This design comes from an exercise in tuning for small area, a short achievable clock period and few clock cycles on the open sky130 flow, not from production work. RTL that was checked went through simulation tests only; none was proved equivalent to the original. Function not checked in runs 1 and 6: the RTL went through the layout flow alone.

==> design.v <==
module DW_div_pipe #(
    parameter a_width     = 31,
    parameter b_width     = 31,
    parameter tc_mode     = 1,
    parameter rem_mode    = 0,
    parameter num_stages  = 10,
    parameter stall_mode  = 1,
    parameter rst_mode    = 1,
    parameter op_iso_mode = 0
) (
    input                      clk,
    input                      rst_n,
    input                      en,
    input      [a_width-1:0]   a,
    input      [b_width-1:0]   b,
    output     [a_width-1:0]   quotient,
    output     [b_width-1:0]   remainder,
    output                     divide_by_0
);
localparam NS = num_stages - 1;           
localparam W  = a_width;
wire          a_neg = (tc_mode != 0) & a[a_width-1];
wire          b_neg = (tc_mode != 0) & b[b_width-1];
wire [W-1:0]       a_mag = a_neg ? (~a + 1'b1) : a;
wire [b_width-1:0] b_mag = b_neg ? (~b + 1'b1) : b;
reg [b_width:0]   r_q [0:NS-1];
reg [W-1:0]       d_q [0:NS-1];
reg [b_width-1:0] m_q [0:NS-1];
reg               n_q [0:NS-1];
genvar k;
generate
    for (k = 0; k < NS; k = k + 1) begin : g_stage
        localparam integer LO = (k * W) / NS;
        localparam integer HI = ((k + 1) * W) / NS;
        wire [b_width:0]   r_in = (k == 0) ? {(b_width+1){1'b0}} : r_q[(k == 0) ? 0 : k-1];
        wire [W-1:0]       d_in = (k == 0) ? a_mag : d_q[(k == 0) ? 0 : k-1];
        wire [b_width-1:0] m_in = (k == 0) ? b_mag : m_q[(k == 0) ? 0 : k-1];
        wire               n_in = (k == 0) ? (a_neg ^ b_neg) : n_q[(k == 0) ? 0 : k-1];
        reg  [b_width:0]   r_c;
        reg  [W-1:0]       d_c;
        integer j;
        always @(*) begin
            r_c = r_in;
            d_c = d_in;
            for (j = LO; j < HI; j = j + 1) begin
                r_c = {r_c[b_width-1:0], d_c[W-1]};
                d_c = {d_c[W-2:0], 1'b0};
                if (r_c >= {1'b0, m_in}) begin
                    r_c = r_c - {1'b0, m_in};
                    d_c[0] = 1'b1;
                end
            end
        end
        always @(posedge clk or negedge rst_n) begin
            if (!rst_n) begin
                r_q[k] <= 0;
                d_q[k] <= 0;
                m_q[k] <= 0;
                n_q[k] <= 1'b0;
            end else if (en) begin
                r_q[k] <= r_c;
                d_q[k] <= d_c;
                m_q[k] <= m_in;
                n_q[k] <= n_in;
            end
        end
    end
endgenerate
assign quotient    = n_q[NS-1] ? (~d_q[NS-1] + 1'b1) : d_q[NS-1];
assign remainder   = {b_width{1'b0}};
assign divide_by_0 = 1'b0;
endmodule
module TRIANGLE(
    input  wire        clk,
    input  wire        rst_n,
    input  wire        in_valid,
    input  wire [7:0]  in_length,
    output wire [15:0] out_cos,
    output reg         out_valid,
    output reg  [1:0]  out_tri
);
localparam [4:0] ST_D0 = 5'd5;     
localparam [4:0] ST_L0 = 5'd17;    
localparam [4:0] ST_L2 = 5'd19;    
reg [4:0] st;
always @(posedge clk or negedge rst_n) begin
    if (!rst_n) st <= 5'd0;
    else if (st == 5'd0) st <= in_valid ? 5'd1 : 5'd0;
    else if (st == ST_L2) st <= 5'd0;
    else st <= st + 5'd1;
end
reg       f_sq, f_pr;
reg [2:0] f_acc, f_ini;
always @(posedge clk) begin
    f_sq     <= (st == 5'd0) || (st == 5'd1) || (st == 5'd2);    
    f_pr     <= (st == 5'd3) || (st == 5'd4) || (st == 5'd5);    
    f_acc[0] <= (st >= 5'd1) && (st <= 5'd3);                    
    f_acc[1] <= (st >= 5'd1) && (st <= 5'd4);                    
    f_acc[2] <= (st >= 5'd1) && (st <= 5'd5);                    
    f_ini[0] <= (st == 5'd1);
    f_ini[1] <= (st[4:1] == 4'd0) && st[0];
    f_ini[2] <= ~(|st[4:1]) & st[0];
end
reg [7:0] mx, my, lb, lc;
always @(posedge clk) begin
    if (st == 5'd0) lc <= in_length;
    if (st == 5'd1) lb <= in_length;
    mx <= (st <= 5'd2) ? in_length : (st == 5'd5) ? lb : mx;
    my <= (st <= 5'd2) ? in_length : (st == 5'd3) ? lb : (st == 5'd4) ? lc : my;
end
wire [15:0] m = mx * my;
reg [15:0] s;
always @(posedge clk) s <= f_sq ? m : 16'd0;
reg [15:0] p0, p1, p2;
always @(posedge clk) begin
    p0 <= f_pr ? m : p2;
    p1 <= p0;
    p2 <= p1;
end
function qbit;
    input [18:0] r;
    input        n;
    begin
        qbit = n ? (r[18] | (r == 19'd0)) : ~r[18];
    end
endfunction
function [18:0] lane;    
    input [17:0] r;
    input [15:0] p;
    input        n;
    input        sub;    
    input        acc;
    input        init;
    reg [18:0] a, bx, t;
    reg        ci, ad, c0;
    begin
        if (acc) begin
            a  = init ? 19'd0 : {r[17], r};
            bx = sub ? ~{3'b000, s} : {3'b000, s};
            ci = sub;
        end else begin
            a  = {r, 1'b0};
            ad = ~(qbit({r[17], r}, n) ^ n);
            bx = ad ? {2'b00, p, 1'b0} : ~{2'b00, p, 1'b0};
            ci = ~ad;
        end
        {t, c0} = {a, 1'b1} + {bx, ci};    
        lane = t;
    end
endfunction
reg signed [17:0] r0, r1, r2;
reg [10:0]        q0, q1, q2;
reg               n0, n1, n2;
wire [18:0] x0 = lane(r0, p0, n0, 1'b1, f_acc[0], f_ini[0]);
wire [18:0] x1 = lane(r1, p1, n1, 1'b0, f_acc[1], f_ini[1]);
wire [18:0] x2 = lane(r2, p2, n2, 1'b0, f_acc[2], f_ini[2]);
wire qb0 = qbit({r0[17], r0}, n0);
wire qb1 = qbit({r1[17], r1}, n1);
wire qb2 = qbit({r2[17], r2}, n2);
wire last_acc = (st == 5'd4);
always @(posedge clk) begin
    r1 <= x0[17:0]; r2 <= x1[17:0]; r0 <= x2[17:0];
    q1 <= {q0[9:0], qb0};
    q2 <= {q1[9:0], qb1};
    q0 <= {q2[9:0], qb2};
    n1 <= last_acc ? x0[18] : n0;
    n2 <= last_acc ? x1[18] : n1;
    n0 <= last_acc ? x2[18] : n2;
    if (st == ST_D0)
        out_tri <= (r0 == 18'sd0 || r1 == 18'sd0 || r2 == 18'sd0) ? 2'd3 :
                   (n0 | n1 | n2) ? 2'd1 : 2'd0;
end
wire [11:0] qh  = {q0, qb0};
wire        b   = qbit(x0, n0);
wire [12:0] nqh = -{1'b0, qh};
wire [13:0] c   = n0 ? (b ? {1'b1, ~qh, 1'b1} : {nqh, 1'b0}) : {1'b0, qh, b};
reg [13:0] oc;
always @(posedge clk) oc <= c;
assign out_cos = {oc[13], oc[13], oc};
always @(posedge clk or negedge rst_n) begin
    if (!rst_n) out_valid <= 1'b0;
    else out_valid <= (st >= ST_L0) && (st <= ST_L2);
end
endmodule
==> flow/run.sh <==
#!/bin/bash
# Own layout flow: the standard flow unchanged, except that the port
# buffers that buffer_ports inserts during placement are buf_2 cells rather
# than the delay buffer it picks by default.
set -euo pipefail
export BUFFER_PORTS_ARGS="-buffer_cell sky130_fd_sc_hd__buf_2"
bash standard.sh > standard_flow.log 2>&1
==> standard.sh <==
#!/bin/bash
# synth_recipe.tcl (not shown) runs the flow's synth.tcl, then flattens the netlist and writes it again
# the make line also repeats each setting of config.mk as NAME=value (left out here)
make -C /OpenROAD-flow-scripts/flow DESIGN_CONFIG=/design/flow/config.mk WORK_HOME=/design/flow/orfs CLKGATE_MAP_FILE= SYNTH_SCRIPT=/design/flow/synth_recipe.tcl "${@:-finish}"
==> config.mk <==
export PLATFORM = sky130hd
export DESIGN_NAME = TRIANGLE
export DESIGN_NICKNAME = TRIANGLE
export VERILOG_FILES = /design/flow/design.v
export SDC_FILE = /design/flow/constraint.sdc
export NUM_CORES = 4
export LEC_CHECK = 0
export ABC_AREA = 1
export CAP_MARGIN = 20
export CORE_MARGIN = 2
export CORE_UTILIZATION = 65
export CTS_CLUSTER_DIAMETER = 100
export CTS_CLUSTER_SIZE = 24
export PLACE_DENSITY = 0.75
export SLEW_MARGIN = 20
==> constraint.sdc <==
create_clock -name core_clock -period 20.0 [get_ports {clk}]
set_input_delay 4.0000 -clock core_clock [delete_from_list [all_inputs] [get_ports {clk}]]
set_output_delay 4.0000 -clock core_clock [all_outputs]
set_load 0.01 [all_outputs]
==> qor.yml, run 1 <==
cts_tree: "done"
worst_pin_slew_ns: 1.213
cp_num_cells: 20
place_congestion: 1.024
first_pass_iters: 7
drive_above_1_share_pct: 4.582
post_cts_buffers: 0
viasPerCell: 5.770
synth_edf_count: 34
period_share_pct: 26.18
drt_wl_total_um: 33450
mostFrequentLayoutCells: "nand2_1 (335), inv_1 (269), dfxtp_1 (172), o21ai_0 (109), ha_1 (96)"
worstReg2RegEnd: "r2[15]"
fp.dieW_um: 143.2
synth_seq_cells: 212
final_util_pct: 70.39
grt_pass1_wl_um: 52890
cp.required_ns: 20.36
die_h_um: 143.2
cp_max_fo: 19
yosysSeqAreaShare_pct: 36.66
synthArstFlopShare_pct: 2.830
synth_area_leader_cell: "dfxtp_1"
maxSlewHeadroom_pct: 18.48
arrival_ns: 5.59
place_ws_ns: 15.02
area_growth_pct: 5.299
cts_root_buf: "clkbuf_16"
die_area_mm2: 0.02049
cts.sinks: 212
ys_warn_count: 1
setup_viol: 0
rsz0062_at_grt: "false"
avgSynthCellArea_um2: 7.784
instances_no_fill: 1875
r2r_cells: 20
endpoint: "r2[15]"
slowest_delay_ns: 0.60
critPathKind: "reg2reg"
start_util_pct: 66.84
ios: 30
first_global_vias: 10270
cts_resized: 0
antenna_left: 0
ys_top_cells_by_area: "dfxtp_1 (27%), nand2_1 (10%), ha_1 (9.5%)"
critPathBufInv: 1
maxSlewViolCount: 0
syn_nets: 1763
final.setup_skew_ns: 0.01481
layout_commonest_cell: "nand2_1"
finalWorstSetupSlack_ns: 14.76
antenna_found_initial: 0
hp-class: "reg2reg"
grt_start_max_net_pins: 51
timing.rr.start: "r1[4]"
drtIter0Drc: 887
synthDominantCellAreaShare_pct: 27.36
grt_overflow: 0
crit_family: "simple AND/OR/NAND/NOR gates"
cp_slowest_cell: "clkinv_1"
finalHoldViolations: 0
final_nets: 1756
cts_max_path_buffers: 3
ff2ff_setup_slack_ns: 14.76
clkTransAtPathRegs_ns: 0.09
max_cap_viol_count: 0
synth_cell_type_count: 42
antennaDiodeCount: 0
htreeDepth: 1
cts_hold_buf: 0
syn_inst: 1617
start_kind: "register"
num_rows: 50
fp.coreArea_mm2: 0.01883
synth-main-ff-cell: "dfxtp_1"
path_cells: "nor4_1, nand4_1, nand2_1, nand2_1, nand2_1, clkinv_1, a221oi_1, ha_1, a21oi_1, o21ai_0, nand2_1, o211ai_1, a31oi_1, o21ai_0, nand2_1, nand2_1, a21o_1, nand3_1, nand2_1, xor2_1"
vias: 10820
wire_per_inst_um: 17.84
dp_cells: 1855
status: "finished clean"
cts_made_buffers: 13
critPathLaunch: "r1[4]"
track_usage_pct: 33.43
crit_top_cell: "nand2_1"
post-dp-hpwl_um: 26720
min_period_ns: 5.236
fmax_ghz: 0.1910
finalSetupTns_ns: 0
critPathCaptureType: "register"
drc: 0
io_buffers: 29
insertion_delay_ns: 0.48
syn_area_mm2: 0.01259
-- final cells by class --
type / count / area [um^2]
Clock buffer: 18 / 364.1
Fill cell: 1593 / 5577
Timing Repair Buffer: 31 / 160.2
Sequential cell: 212 / 4614
Tap cell: 260 / 325.3
Clock inverter: 2 / 32.53
Inverter: 271 / 1017
Multi-Input combinational cell: 1081 / 6740
-- kinds of logic after synthesis --
family,Yosys count,synth area share (%)
fa+ha+maj,135,15.75
flops,212,36.66
simple gates,590,20.08
buf+inv,324,9.791
xor+xnor,53,3.688
compound gates,303,14.04
-- cell usage after synthesis (all sizes together), types with 5 or more instances --
cell    instances
clkbuf         44
nand2         349
nor3           46
edfxtp         34
o211ai          5
nor2          101
a21o            7
xnor2          18
nand3          60
a21oi          79
buf             9
dfxtp         172
ha             96
nor4            8
fa             39
dfrtp           6
nand4          16
xor2           35
o21bai          5
o21ai         111
a221oi         30
inv           269
o22ai          54
-- registers in the layout, summed over array words and instances (netlist names), 2 cells and up --
name,count
f_acc,3
f_ini,2
lb,8
lc,8
mx,8
my,8
oc,14
out_tri,2
p0,16
p1,16
p2,16
q0,11
q1,9
q2,10
r0,18
r1,18
r2,18
s,16
st,5
-- worst min-delay path by stage --
| stage | from | end | slack, ns | cells after the start |
|---|---|---|---|---|
| detailed placement | q1[7] | q2[8] | 0.31 | 0 |
| global placement | q1[1] | q2[2] | 0.31 | 0 |
| CTS | q1[7] | q2[8] | 0.33 | 0 |
| floorplan | q2[9] | q0[10] | 0.31 | 0 |
| global route | q2[5] | q0[6] | 0.34 | 0 |
| finish | q2[5] | q0[6] | 0.33 | 0 |
-- per-layer routing --
layer	up-vias	GRT usage [%]	share of wire, %
li1	5283	-	-
met1	5055	42.72	42
met2	387	57.47	47
met3	93	3.823	5.9
met4	0	14.17	4.6
met5	-	0	0
-- per-stage QoR --
| step | instance area (um^2) | hold WS, ns |
|---|---|---|
| after CTS | 13250 | 0.3327 |
| after global placement | 12860 | 0.3098 |
| final | 13250 | 0.3318 |
| after global routing | 13250 | 0.3373 |
| after detailed placement | 12860 | 0.3121 |
| after floorplan | 12590 | 0.3096 |
==> run 2, diff against run 1 <==
--- a/design.v
+++ b/design.v
@@ -117,17 +117,9 @@
     p1 <= p0;
     p2 <= p1;
 end
-function qbit;
-    input [18:0] r;
-    input        n;
-    begin
-        qbit = n ? (r[18] | (r == 19'd0)) : ~r[18];
-    end
-endfunction
 function [18:0] lane;    
     input [17:0] r;
     input [15:0] p;
-    input        n;
     input        sub;    
     input        acc;
     input        init;
@@ -140,7 +132,7 @@
             ci = sub;
         end else begin
             a  = {r, 1'b0};
-            ad = ~(qbit({r[17], r}, n) ^ n);
+            ad = r[17];
             bx = ad ? {2'b00, p, 1'b0} : ~{2'b00, p, 1'b0};
             ci = ~ad;
         end
@@ -150,30 +142,35 @@
 endfunction
 reg signed [17:0] r0, r1, r2;
 reg [10:0]        q0, q1, q2;
-reg               n0, n1, n2;
-wire [18:0] x0 = lane(r0, p0, n0, 1'b1, f_acc[0], f_ini[0]);
-wire [18:0] x1 = lane(r1, p1, n1, 1'b0, f_acc[1], f_ini[1]);
-wire [18:0] x2 = lane(r2, p2, n2, 1'b0, f_acc[2], f_ini[2]);
-wire qb0 = qbit({r0[17], r0}, n0);
-wire qb1 = qbit({r1[17], r1}, n1);
-wire qb2 = qbit({r2[17], r2}, n2);
+reg               n0, n1, n2;    
+reg               e0, e1, e2;    
+wire [18:0] x0 = lane(r0, p0, 1'b1, f_acc[0], f_ini[0]);
+wire [18:0] x1 = lane(r1, p1, 1'b0, f_acc[1], f_ini[1]);
+wire [18:0] x2 = lane(r2, p2, 1'b0, f_acc[2], f_ini[2]);
+wire z0 = (r0 == 18'sd0);
+wire z1 = (r1 == 18'sd0);
+wire z2 = (r2 == 18'sd0);
 wire last_acc = (st == 5'd4);
 always @(posedge clk) begin
     r1 <= x0[17:0]; r2 <= x1[17:0]; r0 <= x2[17:0];
-    q1 <= {q0[9:0], qb0};
-    q2 <= {q1[9:0], qb1};
-    q0 <= {q2[9:0], qb2};
+    q1 <= {q0[9:0], ~r0[17]};
+    q2 <= {q1[9:0], ~r1[17]};
+    q0 <= {q2[9:0], ~r2[17]};
     n1 <= last_acc ? x0[18] : n0;
     n2 <= last_acc ? x1[18] : n1;
     n0 <= last_acc ? x2[18] : n2;
+    e1 <= ~f_acc[0] & (e0 | z0);
+    e2 <= ~f_acc[1] & (e1 | z1);
+    e0 <= ~f_acc[2] & (e2 | z2);
     if (st == ST_D0)
-        out_tri <= (r0 == 18'sd0 || r1 == 18'sd0 || r2 == 18'sd0) ? 2'd3 :
-                   (n0 | n1 | n2) ? 2'd1 : 2'd0;
+        out_tri <= (z0 | z1 | z2) ? 2'd3 : (n0 | n1 | n2) ? 2'd1 : 2'd0;
 end
-wire [11:0] qh  = {q0, qb0};
-wire        b   = qbit(x0, n0);
-wire [12:0] nqh = -{1'b0, qh};
-wire [13:0] c   = n0 ? (b ? {1'b1, ~qh, 1'b1} : {nqh, 1'b0}) : {1'b0, qh, b};
+wire [11:0] qh  = {q0, ~r0[17]};
+wire        b   = ~x0[18];
+wire        inc = ~(e0 | z0 | (x0 == 19'd0));
+wire [12:0] qp  = {1'b0, qh} + 13'd1;
+wire [13:0] c   = ~n0 ? {1'b0, qh, b} :
+                  (inc & b) ? {~qp[12], qp[11:0], 1'b0} : {1'b1, qh, b | inc};
 reg [13:0] oc;
 always @(posedge clk) oc <= c;
 assign out_cos = {oc[13], oc[13], oc};
--- a/config.mk
+++ b/config.mk
@@ -5,7 +5,6 @@
 export SDC_FILE = /design/flow/constraint.sdc
 export NUM_CORES = 4
 export LEC_CHECK = 0
-export ABC_AREA = 1
 export CAP_MARGIN = 20
 export CORE_MARGIN = 2
 export CORE_UTILIZATION = 65
==> qor.yml, run 2 <==
synth_area_leader_cell: "dfxtp_1"
synth-main-ff-cell: "dfxtp_1"
period_share_pct: 27.52  # +1.3 points
io_buffers: 29  # unchanged
cts_max_path_buffers: 3  # unchanged
die_area_mm2: 0.01991  # -2.9%
timing.rr.start: "f_acc[0]"
ios: 30  # unchanged
status: "finished clean"
synthArstFlopShare_pct: 2.791  # -0.039 points
fp.dieW_um: 141.1  # -1.4%
clkTransAtPathRegs_ns: 0.09  # about the same
cts.sinks: 215  # +1.4%
cp.required_ns: 20.37  # about the same
arrival_ns: 5.87  # +0.28 ns
rsz0062_at_grt: "false"
synth_seq_cells: 215  # +1.4%
yosysSeqAreaShare_pct: 38.26  # +1.6 points
antenna_left: 0  # unchanged
finalHoldViolations: 0  # unchanged
worst_pin_slew_ns: 1.089  # -0.1248 ns
wire_per_inst_um: 16.46  # -7.7%
instances_no_fill: 1584  # -16%
syn_area_mm2: 0.01222  # -2.9%
die_h_um: 141.1  # -1.4%
avgSynthCellArea_um2: 9.165  # +18%
cts_tree: "done"
final_area_mm2: 0.01294  # -2.4%
fillers: 1480  # -7.1%
critPathBufInv: 1  # unchanged
path_cells: "buf_4, nor2b_1, nand2_1, o21ai_0, ha_1, a21oi_2, and2_4, a21oi_2, or3b_1, a311o_1, xor2_1, or4_4, nor4_2, a31oi_1, ha_1, nand2_1, nor3_1, nand2b_1, nor2_1, xor2_1"
slowest_delay_ns: 0.92  # +0.32 ns
drive_above_1_share_pct: 7.413  # +2.8 points
critPathKind: "reg2reg"
layout_commonest_cell: "dfxtp_1"
r2r_cells: 20  # unchanged
cts_hold_buf: 0  # unchanged
antenna_found_initial: 0  # unchanged
syn_nets: 1478  # -16%
hp-class: "reg2reg"
dpl_cell_area_mm2: 0.01256  # -2.3%
hp-start: "q1[8]"
synthDominantCellAreaShare_pct: 28.68  # +1.3 points
holdWs_ns: 0.3337  # +0.001881 ns
fp.coreArea_mm2: 0.01858  # -1.3%
viasPerCell: 5.639  # -2.3%
cp_max_fo: 53  # +34
place_congestion: 0.9142  # -11%
post-dp-hpwl_um: 20120  # -25%
grt_start_max_net_pins: 57  # +12%
setup_viol: 0  # unchanged
critPathCaptureType: "register"
min_path_cells: 0  # unchanged
max_cap_viol_count: 0  # unchanged
cts_root_buf: "clkbuf_16"
start_util_pct: 65.75  # -1.1 points
start_kind: "register"
first_pass_iters: 5  # -2
ys_top_cells_by_area: "dfxtp_1 (29%), ha_1 (9.7%), edfxtp_1 (8.4%)"
final.setup_skew_ns: 0.02306  # +0.008251 ns
worstReg2RegEnd: "oc[12]"
finalSetupTns_ns: 0  # unchanged
area_growth_pct: 5.889
drc: 0  # unchanged
post_cts_buffers: 0  # unchanged
cp_num_cells: 20  # unchanged
top_regs: "r0 x18, r1 x18, r2 x18"
track_usage_pct: 26.67  # -6.8 points
insertion_delay_ns: 0.47  # about the same
grt_pass1_wl_um: 42320  # -20%
ys_warn_count: 1  # unchanged
syn_inst: 1333  # -18%
grt_overflow: 0  # unchanged
drtIter0Drc: 405  # -54%
dp_cells: 1564  # -16%
first_global_vias: 8576  # -16%
yosysMostFrequentCell: "dfxtp_1"
cts_resized: 0  # unchanged
num_rows: 50  # unchanged
maxSlewHeadroom_pct: 27.28  # +8.8 points
crit_family: "simple AND/OR/NAND/NOR gates"
drt_wl_total_um: 26080  # -22%
cts_made_buffers: 13  # unchanged
final_nets: 1490  # -15%
fmax_ghz: 0.1817  # -4.9%
vias: 8932  # -17%
maxSlewViolCount: 0  # unchanged
synth_commonest_cells: "dfxtp_1 (175), nand2_1 (133), inv_1 (129), ha_1 (95), o21ai_0 (93)"
hold_end: "q2[9]"
synth_cell_type_count: 68  # +62%
min_period_ns: 5.504  # +0.2672 ns
mostFrequentLayoutCells: "dfxtp_1 (175), nand2_1 (133), inv_1 (129), ha_1 (95), o21ai_0 (92)"
ff2ff_setup_slack_ns: 14.50  # -0.27 ns
cp_slowest_cell: "nor2b_1"
htreeDepth: 1  # unchanged
synth_edf_count: 34  # unchanged
[run 2: cell types whose count changed in the layout (fill, tap and decap cells not counted), moves of 25 or more]
cell / change
a21oi_1: -25
a221oi_1: -27
and2_1: +71
inv_1: -140
mux2_2: +25
nand2_1: -202
nand3_1: -34
nor3_1: -32
o22ai_1: -43
xnor2_1: +45
xor2_1: +25
[run 2: kinds of logic (layout without fill, tap and decap cells)]
| kind of cell | count (synthesis) | count (layout) | synth area share [%] |
|---|---|---|---|
| AO/OA/AOI/OAI | 258 | 258 | 12.75 |
| adder cells (fa/ha/maj) | 134 | 134 | 16.12 |
| buffers and inverters | 169 | 185 | 5.254 |
| other | 0 | 1 | 0 |
| multiplexers | 25 | 25 | 2.304 |
| AND/OR/NAND/NOR | 409 | 409 | 16.49 |
| XOR/XNOR | 123 | 123 | 8.818 |
| flip-flops | 215 | 215 | 38.26 |
[run 2: cell type report]
type,count,area [um^2],area share [%]
clock buffer,17,350.3,2.708
antenna,1,2.502,0.01934
tap,234,292.8,2.263
sequential,215,4674,36.13
inverter,130,488.0,3.772
multi-input combinational,949,6905,53.38
timing repair buffer,36,197.7,1.528
clock inverter,2,25.02,0.1934
[run 2: worst max-delay path by stage]
stage,endpoint,slack [ns],from
after floorplan,oc[12],15.31,r0[17]
after global placement,oc[12],14.63,f_acc[0]
after detailed placement,oc[12],14.51,f_acc[0]
after CTS,oc[12],14.50,f_acc[0]
after global routing,oc[12],14.09,f_acc[0]
final,oc[12],14.50,f_acc[0]
[run 2: through the flow]
stage | worst slack, ns | utilization [%]
finish | 14.50 | 69.62
global route | 14.09 | 69.61
CTS | 14.50 | 69.61
detailed placement | 14.51 | 67.59
global placement | 14.63 | 67.56
floorplan | 15.31 | -
[run 2: layer usage]
layer  global-route usage, %  part of all wire, %
met3                   2.751                  3.6
met2                   46.09                   48
met5                       0                    0
met4                   7.316                  2.4
met1                   35.85                   46
Testbench counts of run 2, summed over its fixed seeds: cycles 23,032.
==> run 3, diff against run 2 <==
--- a/config.mk
+++ b/config.mk
@@ -5,6 +5,7 @@
 export SDC_FILE = /design/flow/constraint.sdc
 export NUM_CORES = 4
 export LEC_CHECK = 0
+export ABC_AREA = 1
 export CAP_MARGIN = 20
 export CORE_MARGIN = 2
 export CORE_UTILIZATION = 65
==> qor.yml, run 3 <==
status: "finished clean"
final.setup_skew_ns: 0.02885  # +0.005793 ns
hp-class: "reg2reg"
vias: 10680  # +20%
worst_pin_slew_ns: 1.093  # +0.004234 ns
synth-main-ff-cell: "dfxtp_1"
grt_overflow: 0  # unchanged
fp.coreArea_mm2: 0.01946  # +4.7%
clkTransAtPathRegs_ns: 0.10  # about the same
rsz0062_at_grt: "false"
antennaDiodeCount: 0  # -1
yosysMostFrequentCell: "nand2_1"
hold_end: "q2[9]"
yosys.area_share.simple_pct: 20.82  # +4.3 points
drc: 0  # unchanged
maxSlewHeadroom_pct: 27.04  # -0.23 points
r2r_cells: 24  # +20%
maxSlewViolCount: 0  # unchanged
hp-start: "q1[8]"
die_h_um: 144.8  # +2.6%
arrival_ns: 1.00  # -4.87 ns
fp.dieW_um: 144.8  # +2.6%
wire_per_inst_um: 17.40  # +5.7%
layout_commonest_cell: "nand2_1"
crit_family: "flip-flops"
final_nets: 1796  # +21%
syn_inst: 1655  # +24%
synth_cell_type_count: 45  # -34%
worstReg2RegEnd: "oc[12]"
slowest_delay_ns: 0.38  # -0.54 ns
top_regs: "r0 x18, r1 x18, r2 x18"
io_buffers: 29  # unchanged
finalHoldViolations: 0  # unchanged
yosysSeqAreaShare_pct: 36.27  # -2.0 points
finalWorstSetupSlack_ns: 15.00  # +0.5069 ns
mostFrequentLayoutCells: "nand2_1 (337), inv_1 (275), dfxtp_1 (174), nor2_1 (147), ha_1 (95)"
final_util_pct: 69.45  # -0.17 points
critPathKind: "reg2out"
avgSynthCellArea_um2: 7.787  # -15%
setup_viol: 0  # unchanged
insertion_delay_ns: 0.48  # about the same
die_area_mm2: 0.02097  # +5.3%
first_global_vias: 10160  # +18%
fmax_ghz: 0.2001  # +10%
synth_commonest_cells: "nand2_1 (337), inv_1 (275), dfxtp_1 (175), nor2_1 (147), ha_1 (95)"
antenna_left: 0  # unchanged
cts_hold_buf: 0  # unchanged
start_util_pct: 66.22  # +0.47 points
max_cap_viol_count: 0  # unchanged
grt_start_max_net_pins: 37  # -35%
htreeDepth: 1  # unchanged
first_pass_iters: 6  # +1
path_cells: "buf_2"
start_kind: "register"
drt_wl_total_um: 33400  # +28%
period_share_pct: 24.98  # -2.5 points
critPathBufInv: 1  # unchanged
syn_area_mm2: 0.01289  # +5.5%
timing.rr.start: "f_acc[0]"
place_congestion: 0.9460  # +3.5%
synth_top_family_by_area: "simple AND/OR/NAND/NOR gates"
area_growth_pct: 4.883
place_ws_ns: 15.06  # +0.5472 ns
synth_seq_cells: 215  # unchanged
viasPerCell: 5.560  # -1.4%
min_path_cells: 0  # unchanged
synthDominantCellAreaShare_pct: 27.18  # -1.5 points
synthXorXnorAreaFrac_pct: 5.981  # -2.8 points
cp_slowest_cell: "edfxtp_1"
cp_max_fo: 1  # -98%
cp.required_ns: 16.00  # -4.37 ns
min_period_ns: 4.997  # -0.5069 ns
antenna_found_initial: 0  # unchanged
ys_top_cells_by_area: "dfxtp_1 (27%), nand2_1 (9.8%), ha_1 (9.2%)"
syn_nets: 1800  # +22%
drtIter0Drc: 822  # +100%
drive_above_1_share_pct: 5.861  # -1.6 points
ios: 30  # unchanged
post-dp-hpwl_um: 27110  # +35%
synth_compound_area_share_pct: 11.42  # -1.3 points
synth-adder-area-share_pct: 15.28  # -0.84 points
critPathCaptureType: "output port"
synthMuxAreaShare_pct: 0.08738  # -2.2 points
synthArstFlopShare_pct: 2.791  # unchanged
finalSetupTns_ns: 0  # unchanged
synth_area_leader_cell: "dfxtp_1"
synth_edf_count: 34  # unchanged
cts_tree: "done"
cts_root_buf: "clkbuf_16"
ys_warn_count: 1  # unchanged
cts_resized: 0  # unchanged
cts_made_buffers: 13  # unchanged
cts_max_path_buffers: 3  # unchanged
cts.sinks: 215  # unchanged
track_usage_pct: 32.76  # +6.1 points
ff2ff_setup_slack_ns: 15.28  # +0.78 ns
holdWs_ns: 0.3300  # -0.003701 ns
grt_pass1_wl_um: 52720  # +25%
fillers: 1669  # +13%
num_rows: 51  # +2.0%
post_cts_buffers: 0  # unchanged
==> run 3: cell types whose count changed in the layout (fill, tap and decap cells not counted), sizes merged, moves of 28 or more <==
cell	delta
o21ai	-37
a21oi	+39
nand3	+28
and2	-72
xnor2	-43
nor2	+69
o22ai	+36
nand2	+214
inv	+155
==> run 3: kinds of logic (layout without fill, tap and decap cells) <==
| logic type | count (synthesis) | count (layout) |
|---|---|---|
| buf+inv | 335 | 335 |
| xor+xnor | 88 | 88 |
| fa+ha+maj | 134 | 134 |
| flops | 215 | 215 |
| simple gates | 628 | 628 |
| mux | 1 | 1 |
| compound gates | 254 | 254 |
==> run 3: cell type report <==
class                      count  area (um^2)  area share [%]
multi-input combinational   1105         6905           51.09
tap                          265        331.6           2.453
timing repair buffer          29        145.1           1.074
inverter                     287         1080           7.989
sequential                   215         4676           34.59
clock inverter                 2        28.78          0.2129
clock buffer                  17        350.3           2.592
==> run 3: per-stage QoR <==
stage / instances / area, um^2
2_1_floorplan: 1655 / 12890
3_3_place_gp: 1901 / 13140
3_5_place_dp: 1901 / 13140
4_1_cts: 1920 / 13520
5_1_grt: 1920 / 13520
6_report: 1920 / 13520
==> run 3: metal layers <==
metal	routed length, um	vias to the layer above	global-route usage [%]	share of wire [%]
li1	-	5299	-	-
met1	14010	4942	42.22	42
met2	16210	375	57.37	49
met3	2100	60	4.311	6.3
met4	1088	0	10.17	3.3
met5	0	-	0	0
==> run 3: worst max-delay path by stage <==
stage	cells after the start	slack, ns	to	start
6_report	1	15.00	out_tri[0]	out_tri[0]
5_1_grt	26	14.89	oc[12]	f_acc[0]
4_1_cts	24	14.99	oc[12]	f_acc[0]
3_5_place_dp	24	15.06	oc[12]	f_acc[0]
3_3_place_gp	24	15.17	oc[12]	f_acc[0]
2_1_floorplan	1	15.49	out_cos[14]	oc[13]
==> run 3: worst reg2reg max path: stages, from the launching register on <==
cell and delay (ns):
dfxtp_2 0.51, nor2_1 0.83, a221oi_1 0.29, ha_1 0.44, nand2_1 0.24, inv_1 0.06
nand2_1 0.07, nand2_1 0.09, inv_1 0.10, nand3_2 0.11, nand2_1 0.10, nand2_1 0.05
nand2_1 0.09, nand2_2 0.07, nand2_1 0.06, nor2_1 0.04, a21oi_1 0.12, ha_1 0.27
nand2_2 0.14, nor3_2 0.24, nand3_2 0.12, nor2_2 0.16, nand3_2 0.11, nor3_2 0.16
xor2_1 0.16
==> run 4, diff against run 3 <==
--- a/design.v
+++ b/design.v
@@ -89,31 +89,29 @@
     else if (st == ST_L2) st <= 5'd0;
     else st <= st + 5'd1;
 end
-reg       f_sq, f_pr;
-reg [2:0] f_acc, f_ini;
+reg       f_sq, f_pr, f_ini;
+reg [2:0] f_acc;
 always @(posedge clk) begin
     f_sq     <= (st == 5'd0) || (st == 5'd1) || (st == 5'd2);    
     f_pr     <= (st == 5'd3) || (st == 5'd4) || (st == 5'd5);    
     f_acc[0] <= (st >= 5'd1) && (st <= 5'd3);                    
     f_acc[1] <= (st >= 5'd1) && (st <= 5'd4);                    
     f_acc[2] <= (st >= 5'd1) && (st <= 5'd5);                    
-    f_ini[0] <= (st == 5'd1);
-    f_ini[1] <= (st[4:1] == 4'd0) && st[0];
-    f_ini[2] <= ~(|st[4:1]) & st[0];
+    f_ini    <= (st == 5'd1);                                    
 end
-reg [7:0] mx, my, lb, lc;
+reg [7:0] mx, my;
+reg [15:0] p0, p1, p2;
 always @(posedge clk) begin
-    if (st == 5'd0) lc <= in_length;
-    if (st == 5'd1) lb <= in_length;
-    mx <= (st <= 5'd2) ? in_length : (st == 5'd5) ? lb : mx;
-    my <= (st <= 5'd2) ? in_length : (st == 5'd3) ? lb : (st == 5'd4) ? lc : my;
+    mx <= (st <= 5'd2) ? in_length : (st == 5'd5) ? p2[7:0] : mx;
+    my <= (st <= 5'd2) ? in_length : (st == 5'd3) ? p0[7:0] :
+          (st == 5'd4) ? p2[7:0] : my;
 end
 wire [15:0] m = mx * my;
 reg [15:0] s;
 always @(posedge clk) s <= f_sq ? m : 16'd0;
-reg [15:0] p0, p1, p2;
+wire ins = (st == 5'd1) || (st == 5'd2);    
 always @(posedge clk) begin
-    p0 <= f_pr ? m : p2;
+    p0 <= f_pr ? m : ins ? {8'd0, mx} : p2;
     p1 <= p0;
     p2 <= p1;
 end
@@ -144,9 +142,9 @@
 reg [10:0]        q0, q1, q2;
 reg               n0, n1, n2;    
 reg               e0, e1, e2;    
-wire [18:0] x0 = lane(r0, p0, 1'b1, f_acc[0], f_ini[0]);
-wire [18:0] x1 = lane(r1, p1, 1'b0, f_acc[1], f_ini[1]);
-wire [18:0] x2 = lane(r2, p2, 1'b0, f_acc[2], f_ini[2]);
+wire [18:0] x0 = lane(r0, p0, 1'b1, f_acc[0], f_ini);
+wire [18:0] x1 = lane(r1, p1, 1'b0, f_acc[1], f_ini);
+wire [18:0] x2 = lane(r2, p2, 1'b0, f_acc[2], f_ini);
 wire z0 = (r0 == 18'sd0);
 wire z1 = (r1 == 18'sd0);
 wire z2 = (r2 == 18'sd0);
--- a/config.mk
+++ b/config.mk
@@ -9,7 +9,8 @@
 export CAP_MARGIN = 20
 export CORE_MARGIN = 2
 export CORE_UTILIZATION = 65
+export CTS_BUF_LIST = sky130_fd_sc_hd__clkbuf_4 sky130_fd_sc_hd__clkbuf_8 sky130_fd_sc_hd__clkbuf_16
 export CTS_CLUSTER_DIAMETER = 100
-export CTS_CLUSTER_SIZE = 24
+export CTS_CLUSTER_SIZE = 20
 export PLACE_DENSITY = 0.75
 export SLEW_MARGIN = 20
==> qor.yml, run 4 <==
drc: 0  # unchanged
die_area_mm2: 0.02049  # -2.3%
cts_hold_buf: 0  # unchanged
first_pass_iters: 6  # unchanged
multiInputGateArea_mm2: 0.007063  # +2.3%
die_h_um: 143.1  # -1.1%
antenna_found_initial: 0  # unchanged
fillers: 1560  # -6.5%
post_cts_buffers: 0  # unchanged
finalWorstSetupSlack_ns: 15.04  # +0.03970 ns
area_growth_pct: 7.347
maxSlewViolCount: 0  # unchanged
ios: 30  # unchanged
top_regs: "r0 x18, r1 x18, r2 x18"
cts_max_path_buffers: 2  # -1
fmax_ghz: 0.2017  # +0.80%
drtIter0Drc: 917  # +12%
cts_root_buf: "clkbuf_16"
fp.coreArea_mm2: 0.01883  # -3.2%
grt_pass1_wl_um: 51590  # -2.1%
final_area_mm2: 0.01351  # about the same
critPathKind: "reg2out"
insertion_delay_ns: 0.45  # -0.03 ns
hold_end: "q0[5]"
synthDominantCellAreaShare_pct: 27.68  # +0.49 points
drt_wl_total_um: 32020  # -4.1%
grt_overflow: 0  # unchanged
viasPerCell: 5.497  # -1.1%
dp_cells: 1892  # -0.47%
synth-adder-area-share_pct: 15.65  # +0.37 points
synth_compound_area_share_pct: 10.98  # -0.44 points
critPathBufInv: 1  # unchanged
fp.dieW_um: 143.1  # -1.1%
synthMuxAreaShare_pct: 1.442  # +1.4 points
first_global_vias: 10080  # -0.77%
start_kind: "register"
start_util_pct: 66.83  # +0.61 points
ff2ff_setup_slack_ns: 15.63  # +0.35 ns
hp-start: "q2[4]"
htreeDepth: 4  # +3
vias: 10580  # -0.94%
finalSetupTns_ns: 0  # unchanged
synth_cell_type_count: 54  # +20%
post-dp-hpwl_um: 25600  # -5.6%
yosys.area_share.simple_pct: 20.68  # -0.14 points
yosysSeqAreaShare_pct: 33.17  # -3.1 points
arrival_ns: 0.96  # -0.04 ns
setup_viol: 0  # unchanged
crit_family: "flip-flops"
drive_above_1_share_pct: 6.791  # +0.93 points
synthXorXnorAreaFrac_pct: 7.377  # +1.4 points
dpl_cell_area_mm2: 0.01286  # -2.1%
io_buffers: 29  # unchanged
cts_resized: 0  # unchanged
synth_seq_cells: 198  # -7.9%
final-seq-area_mm2: 0.004174  # -11%
period_share_pct: 24.79  # -0.20 points
yosysMostFrequentCell: "nand2_1"
antenna_left: 0  # unchanged
hp-class: "reg2reg"
num_rows: 50  # -2.0%
synth_edf_count: 18  # -47%
place_congestion: 0.9910  # +4.8%
synth_commonest_cells: "nand2_1 (342), inv_1 (287), dfxtp_1 (174), nor2_1 (125), ha_1 (95)"
track_usage_pct: 32.81  # +0.047 points
ys_top_cells_by_area: "dfxtp_1 (28%), nand2_1 (10%), ha_1 (9.4%)"
syn_area_mm2: 0.01258  # -2.3%
place_ws_ns: 15.48  # +0.4171 ns
clkTransAtPathRegs_ns: 0.09  # about the same
avgSynthCellArea_um2: 7.641  # -1.9%
maxSlewHeadroom_pct: 27.73  # +0.69 points
syn_nets: 1792  # -0.44%
synth-main-ff-cell: "dfxtp_1"
instances_no_fill: 1924  # +0.21%
timing.rr.start: "mx[0]"
cp_slowest_cell: "dfrtp_1"
mostFrequentLayoutCells: "nand2_1 (342), inv_1 (287), dfxtp_1 (174), nor2_1 (125), ha_1 (95)"
synth_top_family_by_area: "simple AND/OR/NAND/NOR gates"
cp.required_ns: 16.00  # about the same
syn_inst: 1647  # -0.48%
wire_per_inst_um: 16.64  # -4.3%
cp_max_fo: 1  # unchanged
r2r_cells: 17  # -29%
status: "finished clean"
antennaDiodeCount: 0  # unchanged
slowest_delay_ns: 0.37  # about the same
min_period_ns: 4.957  # -0.03970 ns
rsz0062_at_grt: "false"
layout_commonest_cell: "nand2_1"
worstReg2RegEnd: "p0[12]"
worst_pin_slew_ns: 1.083  # -0.01030 ns
grt_start_max_net_pins: 37  # unchanged
ys_warn_count: 1  # unchanged
finalHoldViolations: 0  # unchanged
cts.sinks: 198  # -7.9%
synth_area_leader_cell: "dfxtp_1"
max_cap_viol_count: 0  # unchanged
min_path_cells: 0  # unchanged
cts_made_buffers: 17  # +4
critPathCaptureType: "output port"
path_cells: "buf_2"
final.setup_skew_ns: 0.02024  # -0.008605 ns
cts_tree: "done"
synthArstFlopShare_pct: 3.030  # +0.24 points
final_nets: 1796  # unchanged
## run 4: changes by cell type in the layout (fill, tap and decap cells not counted), sizes merged, moves of 16 or more
cell | previous run | this run
mux2i | 0 | 17
o21ai | 76 | 58
edfxtp | 34 | 18
nor2 | 154 | 138
inv | 287 | 307
xor2 | 68 | 86
## run 4: cell type report
type                       instances  area share, %
clock buffer                      18          3.334
multi-input combinational       1102          52.28
timing repair buffer              32          1.241
sequential                       198          30.90
tap                              260          2.408
clock inverter                    14          1.482
inverter                         300          8.354
## run 4: per-stage QoR
stage	utilization [%]	hold slack (ns)
CTS	71.74	0.3215
detailed placement	68.29	0.3121
finish	71.74	0.3157
floorplan	-	0.3096
global placement	68.29	0.3098
global route	71.74	0.3263
## run 4: kinds of logic (layout without fill, tap and decap cells)
kind of cell	count (synthesis)	in the layout
AO/OA/AOI/OAI	238	238
AND/OR/NAND/NOR	606	606
adder cells (fa/ha/maj)	134	134
XOR/XNOR	106	106
multiplexers	18	18
buffers and inverters	347	364
flip-flops	198	198
## run 4: how the worst max path moves through the flow
stage / cells past startpoint / endpoint / slack (ns) / startpoint
global route: 1 / out_tri[0] / 15.01 / out_tri[0]
CTS: 1 / out_valid / 15.02 / out_valid
floorplan: 1 / out_cos[14] / 15.49 / oc[13]
global placement: 3 / mx[7] / 15.49 / in_length[7]
detailed placement: 3 / mx[7] / 15.48 / in_length[7]
finish: 1 / out_valid / 15.04 / out_valid
## run 4: per-layer routing
layer / part of all wire, % / up-vias / wire (um) / GRT usage (%)
met3: 5.7 / 81 / 1812 / 4.460
met5: 0 / - / 0 / 0
met4: 3.5 / 0 / 1123 / 12.61
met1: 44 / 4879 / 14060 / 42.76
met2: 47 / 353 / 15030 / 55.40
li1: - / 5263 / - / -
Testbench counts of run 4, summed over its fixed seeds: cycles 23,032.
==> run 5, diff against run 4 <==
--- a/config.mk
+++ b/config.mk
@@ -9,8 +9,7 @@
 export CAP_MARGIN = 20
 export CORE_MARGIN = 2
 export CORE_UTILIZATION = 65
-export CTS_BUF_LIST = sky130_fd_sc_hd__clkbuf_4 sky130_fd_sc_hd__clkbuf_8 sky130_fd_sc_hd__clkbuf_16
 export CTS_CLUSTER_DIAMETER = 100
-export CTS_CLUSTER_SIZE = 20
+export CTS_CLUSTER_SIZE = 24
 export PLACE_DENSITY = 0.75
 export SLEW_MARGIN = 20
==> qor.yml, run 5 <==
synth_seq_cells: 198  # unchanged
io_buffers: 29  # unchanged
antenna_found_initial: 0  # unchanged
fmax_ghz: 0.2017  # unchanged
ys_warn_count: 1  # unchanged
cts_hold_buf: 0  # unchanged
synth_commonest_cells: "nand2_1 (342), inv_1 (287), dfxtp_1 (174), nor2_1 (125), ha_1 (95)"
yosysSeqAreaShare_pct: 33.17  # unchanged
cts.sinks: 198  # unchanged
min_path_cells: 0  # unchanged
max_cap_viol_count: 0  # unchanged
num_rows: 50  # unchanged
syn_nets: 1792  # unchanged
area_growth_pct: 7.347  # unchanged
rsz0062_at_grt: "false"
synth_edf_count: 18  # unchanged
cts_root_buf: "clkbuf_16"
critPathCaptureType: "output port"
layout_commonest_cell: "nand2_1"
track_usage_pct: 32.81  # unchanged
cp_slowest_cell: "dfrtp_1"
arrival_ns: 0.96  # about the same
cts_made_buffers: 17  # unchanged
ys_top_cells_by_area: "dfxtp_1 (28%), nand2_1 (10%), ha_1 (9.4%)"
post-dp-hpwl_um: 25600  # unchanged
first_global_vias: 10080  # unchanged
cp.required_ns: 16.00  # about the same
min_period_ns: 4.957  # unchanged
final_nets: 1796  # unchanged
die_area_mm2: 0.02049  # unchanged
ff2ff_setup_slack_ns: 15.63  # about the same
maxSlewViolCount: 0  # unchanged
place_congestion: 0.9910  # unchanged
fillers: 1560  # unchanged
grt_start_max_net_pins: 37  # unchanged
htreeDepth: 4  # unchanged
synthArstFlopShare_pct: 3.030  # unchanged
crit_family: "flip-flops"
clkTransAtPathRegs_ns: 0.09  # about the same
maxSlewHeadroom_pct: 27.73  # unchanged
finalHoldViolations: 0  # unchanged
grt_pass1_wl_um: 51590  # unchanged
synth-main-ff-cell: "dfxtp_1"
ios: 30  # unchanged
slowest_delay_ns: 0.37  # about the same
cts_tree: "done"
fp.coreArea_mm2: 0.01883  # unchanged
final.setup_skew_ns: 0.02024  # unchanged
drt_wl_total_um: 32020  # unchanged
fp.dieW_um: 143.1  # unchanged
synthDominantCellAreaShare_pct: 27.68  # unchanged
insertion_delay_ns: 0.45  # about the same
antenna_left: 0  # unchanged
mostFrequentLayoutCells: "nand2_1 (342), inv_1 (287), dfxtp_1 (174), nor2_1 (125), ha_1 (95)"
finalSetupTns_ns: 0  # unchanged
syn_area_mm2: 0.01258  # unchanged
final_util_pct: 71.74  # unchanged
synth_area_leader_cell: "dfxtp_1"
path_cells: "buf_2"
syn_inst: 1647  # unchanged
viasPerCell: 5.497  # unchanged
cts_resized: 0  # unchanged
cts_max_path_buffers: 2  # unchanged
wire_per_inst_um: 16.64  # unchanged
worst_pin_slew_ns: 1.083  # unchanged
antennaDiodeCount: 0  # unchanged
hp-class: "reg2reg"
post_cts_buffers: 0  # unchanged
grt_overflow: 0  # unchanged
yosysMostFrequentCell: "nand2_1"
status: "finished clean"
critPathBufInv: 1  # unchanged
start_util_pct: 66.83  # unchanged
critPathKind: "reg2out"
r2r_cells: 17  # unchanged
period_share_pct: 24.79  # unchanged
setup_viol: 0  # unchanged
synth_cell_type_count: 54  # unchanged
dp_cells: 1892  # unchanged
avgSynthCellArea_um2: 7.641  # unchanged
holdWs_ns: 0.3157  # unchanged
instances_no_fill: 1924  # unchanged
cp_num_cells: 1  # unchanged
vias: 10580  # unchanged
top_regs: "r0 x18, r1 x18, r2 x18"
drive_above_1_share_pct: 6.791  # unchanged
cp_max_fo: 1  # unchanged
drc: 0  # unchanged
die_h_um: 143.1  # unchanged
drtIter0Drc: 917  # unchanged
first_pass_iters: 6  # unchanged
start_kind: "register"
run 5: cell counts after synthesis:
No cell type changed its count.
run 5: per-stage QoR:
step	area, um^2	setup slack, ns
final	13510	15.04
after global routing	13510	15.01
after CTS	13510	15.02
after detailed placement	12860	15.48
after global placement	12860	15.49
after floorplan	12580	15.49
run 5: worst paths after layout:
check,end,from
min reg2reg,q0[5],q2[4]
max,out_valid,out_valid
min,q0[5],q2[4]
min in group asynchronous,st[2],rst_n
max reg2reg,p0[12],mx[0]
max in group asynchronous,st[4],rst_n
run 5: final cells by class:
class | count | area [um^2] | area share, %
multi-input cells | 1102 | 7063 | 52.28
flip-flops and latches | 198 | 4174 | 30.90
inverters | 300 | 1129 | 8.354
clock buffers | 18 | 450.4 | 3.334
well taps | 260 | 325.3 | 2.408
clock inverters | 14 | 200.2 | 1.482
repair buffers | 32 | 167.7 | 1.241
run 5: logic make-up (layout without fill, tap and decap cells):
group | count (synthesis) | count (layout) | share of synthesized area [%]
and+or+nand+nor | 606 | 606 | 20.68
AOI/OAI and AO/OA | 238 | 238 | 10.98
muxes | 18 | 18 | 1.442
xor gates and xnor gates | 106 | 106 | 7.377
DFF | 198 | 198 | 33.17
buffers and inverters | 347 | 364 | 10.71
adders and majority gates | 134 | 134 | 15.65
run 5: routing by layer:
metal  track usage (%)  vias to the layer above  part of all wire (%)
met4             12.61                        0                   3.5
met1             42.76                     4879                    44
met5                 0                        -                     0
met3             4.460                       81                   5.7
met2             55.40                      353                    47
li1                  -                     5263                     -
==> run 6, diff against run 5 <==
--- a/design.v
+++ b/design.v
@@ -106,7 +106,19 @@
     my <= (st <= 5'd2) ? in_length : (st == 5'd3) ? p0[7:0] :
           (st == 5'd4) ? p2[7:0] : my;
 end
-wire [15:0] m = mx * my;
+function [15:0] mul8;
+    input [7:0] x;
+    input [7:0] y;
+    reg [15:0] acc;
+    integer i;
+    begin
+        acc = 16'd0;
+        for (i = 0; i < 8; i = i + 1)
+            acc = acc + ({8'd0, x & {8{y[i]}}} << i);
+        mul8 = acc;
+    end
+endfunction
+wire [15:0] m = mul8(mx, my);
 reg [15:0] s;
 always @(posedge clk) s <= f_sq ? m : 16'd0;
 wire ins = (st == 5'd1) || (st == 5'd2);    
==> qor.yml, run 6 <==
status: "finished clean"
synth_area_leader_cell: "dfxtp_1"
area_growth_pct: 7.085
final_util_pct: 71.14  # -0.60 points
wire_per_inst_um: 17.50  # +5.2%
setup_viol: 0  # unchanged
cts_root_buf: "clkbuf_16"
cts_max_path_buffers: 2  # unchanged
ys_warn_count: 1  # unchanged
finalHoldViolations: 0  # unchanged
period_share_pct: 24.74  # -0.046 points
io_buffers: 29  # unchanged
cp_num_cells: 1  # unchanged
maxSlewHeadroom_pct: 28.84  # +1.1 points
layout_commonest_cell: "nand2_1"
drt_wl_total_um: 33340  # +4.1%
ys_top_cells_by_area: "dfxtp_1 (28%), nand2_1 (11%), ha_1 (9.0%)"
maxSlewViolCount: 0  # unchanged
crit_family: "flip-flops"
syn_inst: 1655  # +0.49%
die_area_mm2: 0.02031  # -0.90%
post-dp-hpwl_um: 26570  # +3.8%
synth-adder-area-share_pct: 15.61  # -0.035 points
synthXorXnorAreaFrac_pct: 6.392  # -0.98 points
synth-main-ff-cell: "dfxtp_1"
clkTransAtPathRegs_ns: 0.09  # about the same
r2r_cells: 23  # +6
fp.coreArea_mm2: 0.01877  # -0.33%
cts.sinks: 198  # unchanged
vias: 10850  # +2.5%
first_pass_iters: 7  # +1
die_h_um: 142.5  # -0.45%
antennaDiodeCount: 0  # unchanged
cp_slowest_cell: "edfxtp_1"
worst_pin_slew_ns: 1.066  # -0.01658 ns
syn_area_mm2: 0.01247  # -0.92%
top_regs: "r0 x18, r1 x18, r2 x18"
cp.required_ns: 16.00  # about the same
path_cells: "buf_2"
cts_tree: "done"
drc: 0  # unchanged
synth_seq_cells: 198  # unchanged
antenna_left: 0  # unchanged
htreeDepth: 4  # unchanged
cts_hold_buf: 0  # unchanged
synthArstFlopShare_pct: 3.030  # unchanged
antenna_found_initial: 0  # unchanged
fmax_ghz: 0.2021  # +0.19%
synth_cell_type_count: 48  # -11%
hp-class: "reg2reg"
avgSynthCellArea_um2: 7.534  # -1.4%
drive_above_1_share_pct: 6.164  # -0.63 points
viasPerCell: 5.693  # +3.6%
synth_top_family_by_area: "simple AND/OR/NAND/NOR gates"
first_global_vias: 10050  # -0.33%
synth_compound_area_share_pct: 11.56  # +0.58 points
track_usage_pct: 34.25  # +1.4 points
critPathKind: "reg2out"
grt_start_max_net_pins: 37  # unchanged
min_path_cells: 0  # unchanged
syn_nets: 1797  # +0.28%
yosysSeqAreaShare_pct: 33.48  # +0.31 points
yosysMostFrequentCell: "nand2_1"
arrival_ns: 0.95  # about the same
critPathCaptureType: "output port"
rsz0062_at_grt: "false"
cp_max_fo: 1  # unchanged
cts_made_buffers: 17  # unchanged
ios: 30  # unchanged
synth_commonest_cells: "nand2_1 (354), inv_1 (290), dfxtp_1 (174), nor2_1 (147), ha_1 (90)"
instances_no_fill: 1905  # -0.99%
post_cts_buffers: 0  # unchanged
synthDominantCellAreaShare_pct: 27.94  # +0.26 points
finalSetupTns_ns: 0  # unchanged
min_period_ns: 4.948  # -0.009200 ns
grt_overflow: 0  # unchanged
dp_cells: 1873  # -1.0%
start_util_pct: 66.43  # -0.40 points
final_nets: 1800  # +0.22%
final.setup_skew_ns: 0.01697  # -0.003278 ns
num_rows: 50  # unchanged
synth_edf_count: 18  # unchanged
grt_pass1_wl_um: 53050  # +2.8%
yosys.area_share.simple_pct: 22.16  # +1.5 points
fp.dieW_um: 142.5  # -0.45%
drtIter0Drc: 910  # -0.76%
cts_resized: 0  # unchanged
mostFrequentLayoutCells: "nand2_1 (354), inv_1 (290), dfxtp_1 (173), nor2_1 (147), ha_1 (90)"
start_kind: "register"
slowest_delay_ns: 0.36  # about the same
synthMuxAreaShare_pct: 0.09032  # -1.4 points
place_congestion: 1.027  # +3.7%
insertion_delay_ns: 0.45  # about the same
critPathBufInv: 1  # unchanged
max_cap_viol_count: 0  # unchanged
==> run 6: per-stage QoR <==
| step | worst slack, ns | hold WS, ns | instance area, um^2 |
|---|---|---|---|
| final | 15.05 | 0.3245 | 13350 |
| after detailed placement | 15.08 | 0.3121 | 12700 |
| after floorplan | 15.49 | 0.3096 | 12470 |
| after global placement | 15.22 | 0.3097 | 12700 |
| after global routing | 14.84 | 0.3291 | 13350 |
| after CTS | 15.03 | 0.3298 | 13350 |
==> run 6: layout make-up <==
| cell class | count | area, um^2 |
|---|---|---|
| multi-input cells | 1113 | 6959 |
| flip-flops and latches | 198 | 4175 |
| clock inverters | 15 | 222.7 |
| repair buffers | 30 | 152.6 |
| clock buffers | 17 | 425.4 |
| well taps | 234 | 292.8 |
| fillers | 1545 | 5416 |
| inverters | 298 | 1124 |
==> run 6: cell families after synthesis <==
group,Yosys count
AO/OA/AOI/OAI,245
XOR/XNOR,91
adder cells (fa/ha/maj),131
buffers and inverters,344
flip-flops,198
multiplexers,1
AND/OR/NAND/NOR,645
==> run 6: final timing paths <==
path | startpoint | end | slack [ns]
worst max-delay path | out_tri[1] | out_tri[1] | 15.05
worst min-delay path | q1[8] | q2[9] | 0.32
worst max register to register | f_acc[0] | oc[12] | 15.28
worst min register to register | q1[8] | q2[9] | 0.32
max in group asynchronous | rst_n | st[1] | 16.51
min in group asynchronous | rst_n | st[2] | 3.35
==> run 6: routing by layer <==
layer  part of all wire [%]  up-vias  GRT usage [%]
li1                       -     5304              -
met1                     43     4997          45.88
met2                     44      449          52.73
met3                    9.5       95          9.489
met4                    3.9        0          13.34
met5                      0        -              0
==> run 7, diff against run 6 <==
--- a/design.v
+++ b/design.v
@@ -127,6 +127,27 @@
     p1 <= p0;
     p2 <= p1;
 end
+function [19:0] add20;
+    input [19:0] x;
+    input [19:0] y;
+    reg [19:0] g, p, G, P;
+    integer i, d;
+    begin
+        g = x & y; p = x ^ y;
+        G = g; P = p;
+        for (d = 1; d < 20; d = d * 2)
+            for (i = 2 * d - 1; i < 20; i = i + 2 * d) begin
+                G[i] = G[i] | (P[i] & G[i-d]);
+                P[i] = P[i] & P[i-d];
+            end
+        for (d = 8; d >= 1; d = d / 2)
+            for (i = 3 * d - 1; i < 20; i = i + 2 * d) begin
+                G[i] = G[i] | (P[i] & G[i-d]);
+                P[i] = P[i] & P[i-d];
+            end
+        add20 = p ^ {G[18:0], 1'b0};
+    end
+endfunction
 function [18:0] lane;    
     input [17:0] r;
     input [15:0] p;
@@ -146,7 +167,7 @@
             bx = ad ? {2'b00, p, 1'b0} : ~{2'b00, p, 1'b0};
             ci = ~ad;
         end
-        {t, c0} = {a, 1'b1} + {bx, ci};    
+        {t, c0} = add20({a, 1'b1}, {bx, ci});    
         lane = t;
     end
 endfunction
--- a/config.mk
+++ b/config.mk
@@ -9,7 +9,6 @@
 export CAP_MARGIN = 20
 export CORE_MARGIN = 2
 export CORE_UTILIZATION = 65
-export CTS_CLUSTER_DIAMETER = 100
-export CTS_CLUSTER_SIZE = 24
+export CTS_BUF_LIST = sky130_fd_sc_hd__clkbuf_8 sky130_fd_sc_hd__clkbuf_16
 export PLACE_DENSITY = 0.75
 export SLEW_MARGIN = 20
==> qor.yml, run 7 <==
num_rows: 48  # -4.0%
drt_wl_total_um: 27600  # -17%
critPathCaptureType: "output port"
grt_start_max_net_pins: 35  # -5.4%
fp.dieW_um: 137.2  # -3.7%
synthArstFlopShare_pct: 3.030  # unchanged
layout_commonest_cell: "inv_1"
rsz0062_at_grt: "false"
cts.sinks: 198  # unchanged
grt_pass1_wl_um: 44630  # -16%
fillers: 1362  # -12%
ios: 30  # unchanged
maxSlewHeadroom_pct: 33.09  # +4.3 points
ys_top_cells_by_area: "dfxtp_1 (30%), fa_1 (12%), inv_1 (9.2%)"
die_h_um: 137.2  # -3.7%
hp-class: "reg2reg"
cp.required_ns: 16.00  # about the same
syn_inst: 1399  # -15%
path_cells: "buf_2"
place_congestion: 0.9451  # -8.0%
drtIter0Drc: 654  # -28%
yosysMostFrequentCell: "inv_1"
holdWs_ns: 0.3313  # +0.006727 ns
viasPerCell: 5.477  # -3.8%
use_met3_pct: 5.704  # -3.8 points
ys_warn_count: 1  # unchanged
yosysSeqAreaShare_pct: 36.21  # +2.7 points
final_nets: 1568  # -13%
drc: 0  # unchanged
min_period_ns: 4.946  # -0.002100 ns
antennaDiodeCount: 0  # unchanged
antenna_found_initial: 0  # unchanged
crit_family: "flip-flops"
cts_hold_buf: 0  # unchanged
synth_area_leader_cell: "dfxtp_1"
cts_root_buf: "clkbuf_16"
first_pass_iters: 5  # -2
cts_made_buffers: 17  # unchanged
arrival_ns: 0.95  # about the same
htreeDepth: 4  # unchanged
fp.coreArea_mm2: 0.01730  # -7.8%
cp_slowest_cell: "edfxtp_1"
clkTransAtPathRegs_ns: 0.08  # about the same
fmax_ghz: 0.2022  # about the same
drive_above_1_share_pct: 5.994  # -0.17 points
slowest_delay_ns: 0.36  # about the same
io_buffers: 29  # unchanged
maxSlewViolCount: 0  # unchanged
finalHoldViolations: 0  # unchanged
final.setup_skew_ns: 0.01470  # -0.002262 ns
period_share_pct: 24.73  # about the same
avgSynthCellArea_um2: 8.239  # +9.4%
grt_overflow: 0  # unchanged
synth_cell_type_count: 41  # -15%
synthDominantCellAreaShare_pct: 30.22  # +2.3 points
syn_nets: 1562  # -13%
top_regs: "r0 x18, r1 x18, r2 x18"
insertion_delay_ns: 0.45  # about the same
cts_tree: "done"
worst_pin_slew_ns: 1.003  # -0.06349 ns
top_usage_layer: "met2"
max_cap_viol_count: 0  # unchanged
post_cts_buffers: 0  # unchanged
mostFrequentLayoutCells: "inv_1 (284), nand2_1 (275), dfxtp_1 (174), nor2_1 (114), ha_1 (84)"
synth_edf_count: 18  # unchanged
synth-main-ff-cell: "dfxtp_1"
start_util_pct: 66.64  # +0.20 points
final_util_pct: 71.49  # +0.35 points
die_area_mm2: 0.01881  # -7.3%
use_met2_pct: 53.10  # +0.36 points
critPathBufInv: 1  # unchanged
wire_per_inst_um: 16.80  # -4.0%
start_kind: "register"
area_growth_pct: 7.284
cp_max_fo: 1  # unchanged
synth_seq_cells: 198  # unchanged
status: "finished clean"
antenna_left: 0  # unchanged
grt_use_met1_pct: 39.98  # -5.9 points
post-dp-hpwl_um: 21190  # -20%
syn_area_mm2: 0.01153  # -7.6%
finalSetupTns_ns: 0  # unchanged
vias: 8998  # -17%
cts_resized: 0  # unchanged
cts_max_path_buffers: 2  # unchanged
track_usage_pct: 31.47  # -2.8 points
synth_commonest_cells: "inv_1 (284), nand2_1 (275), dfxtp_1 (174), nor2_1 (114), ha_1 (84)"
first_global_vias: 8962  # -11%
setup_viol: 0  # unchanged
critPathKind: "reg2out"
## run 7: kinds of logic (layout without fill, tap and decap cells)
| group | count (synthesis) | after routing | synth area share (%) |
|---|---|---|---|
| compound gates | 197 | 197 | 10.90 |
| flops | 198 | 198 | 36.21 |
| fa+ha+maj | 152 | 152 | 20.93 |
| mux | 2 | 2 | 0.1954 |
| simple gates | 468 | 468 | 16.73 |
| xor+xnor | 47 | 47 | 3.637 |
| buf+inv | 335 | 354 | 11.40 |
## run 7: worst paths after layout
path	startpoint	endpoint	slack, ns	depth (start not counted)
min in group asynchronous	rst_n	st[2]	3.36	1
max reg2reg	f_acc[0]	oc[11]	15.22	28
min reg2reg	q2[3]	q0[4]	0.33	0
max in group asynchronous	rst_n	st[4]	16.49	1
max	out_tri[1]	out_tri[1]	15.05	1
min	q2[3]	q0[4]	0.33	0
## run 7: final cells by class
cell class / instances / area [um^2] / area share (%)
clock buffers: 18 / 439.2 / 3.552
clock inverters: 14 / 172.7 / 1.396
inverters: 289 / 1085 / 8.773
multi-input cells: 866 / 6038 / 48.83
flip-flops and latches: 198 / 4174 / 33.75
well taps: 225 / 281.5 / 2.277
repair buffers: 33 / 175.2 / 1.417
## run 7: metrics by stage
| stage | std cells | instance area (um^2) | setup slack (ns) |
|---|---|---|---|
| 2_1_floorplan | 1399 | 11530 | 15.49 |
| 3_3_place_gp | 1611 | 11750 | 15.45 |
| 3_5_place_dp | 1611 | 11750 | 15.28 |
| 4_1_cts | 1643 | 12370 | 15.04 |
| 5_1_grt | 1643 | 12370 | 14.79 |
| 6_report | 1643 | 12370 | 15.05 |
## run 7: worst register-to-register path, delay by kind of cell, from the launching register on
| family | cells | cell delay, ns |
|---|---|---|
| buf+inv | 6 | 1.04 |
| fa+ha+maj | 3 | 1.02 |
| compound gates | 3 | 0.74 |
| xor+xnor | 1 | 0.15 |
| flops | 1 | 0.31 |
| simple gates | 15 | 1.44 |
## run 7: metal layers
layer  part of all wire [%]  vias to the layer above  wire length, um
met3                    7.1                       61             1959
met4                    3.5                        0              962
met5                      0                        -                0
met1                     42                     4210            11620
met2                     47                      308            13060
li1                       -                     4419                -
Testbench counts of run 7, summed over its fixed seeds: cycles 23,032.

-- afterwards: timing with drivers on the ports --
How much do the figures lean on ideal ports? The routed layouts below were timed once more, with nothing changed but the port constraints.
Step 1: set_driving_cell puts a clkbuf_16 on clk and a buf_2 on each other input, an assumption about the parent block.
Step 2 times the ports against the registers' clock, not the clock port: input delays grow and output delays shrink by t, the midpoint of the rising clock arrivals with the driver on.
Slacks: no drivers / after step 1 / after step 2; pairs: no drivers / after step 1.
run	t (ns)	setup slack, ns	clock arrival spread, ns
run 1	0.519	14.764 / 14.764 / 14.764	0.015 / 0.016
run 2	0.504	14.496 / 14.496 / 14.496	0.023 / 0.023
run 3	0.506	15.003 / 14.959 / 15.285	0.029 / 0.029
run 4	0.492	15.043 / 14.995 / 15.468	0.021 / 0.021
run 5	0.492	15.043 / 14.995 / 15.468	0.021 / 0.021
run 6	0.494	15.052 / 15.002 / 15.279	0.017 / 0.017
run 7	0.486	15.054 / 15.006 / 15.215	0.017 / 0.017
After both steps every run listed still meets setup and hold.
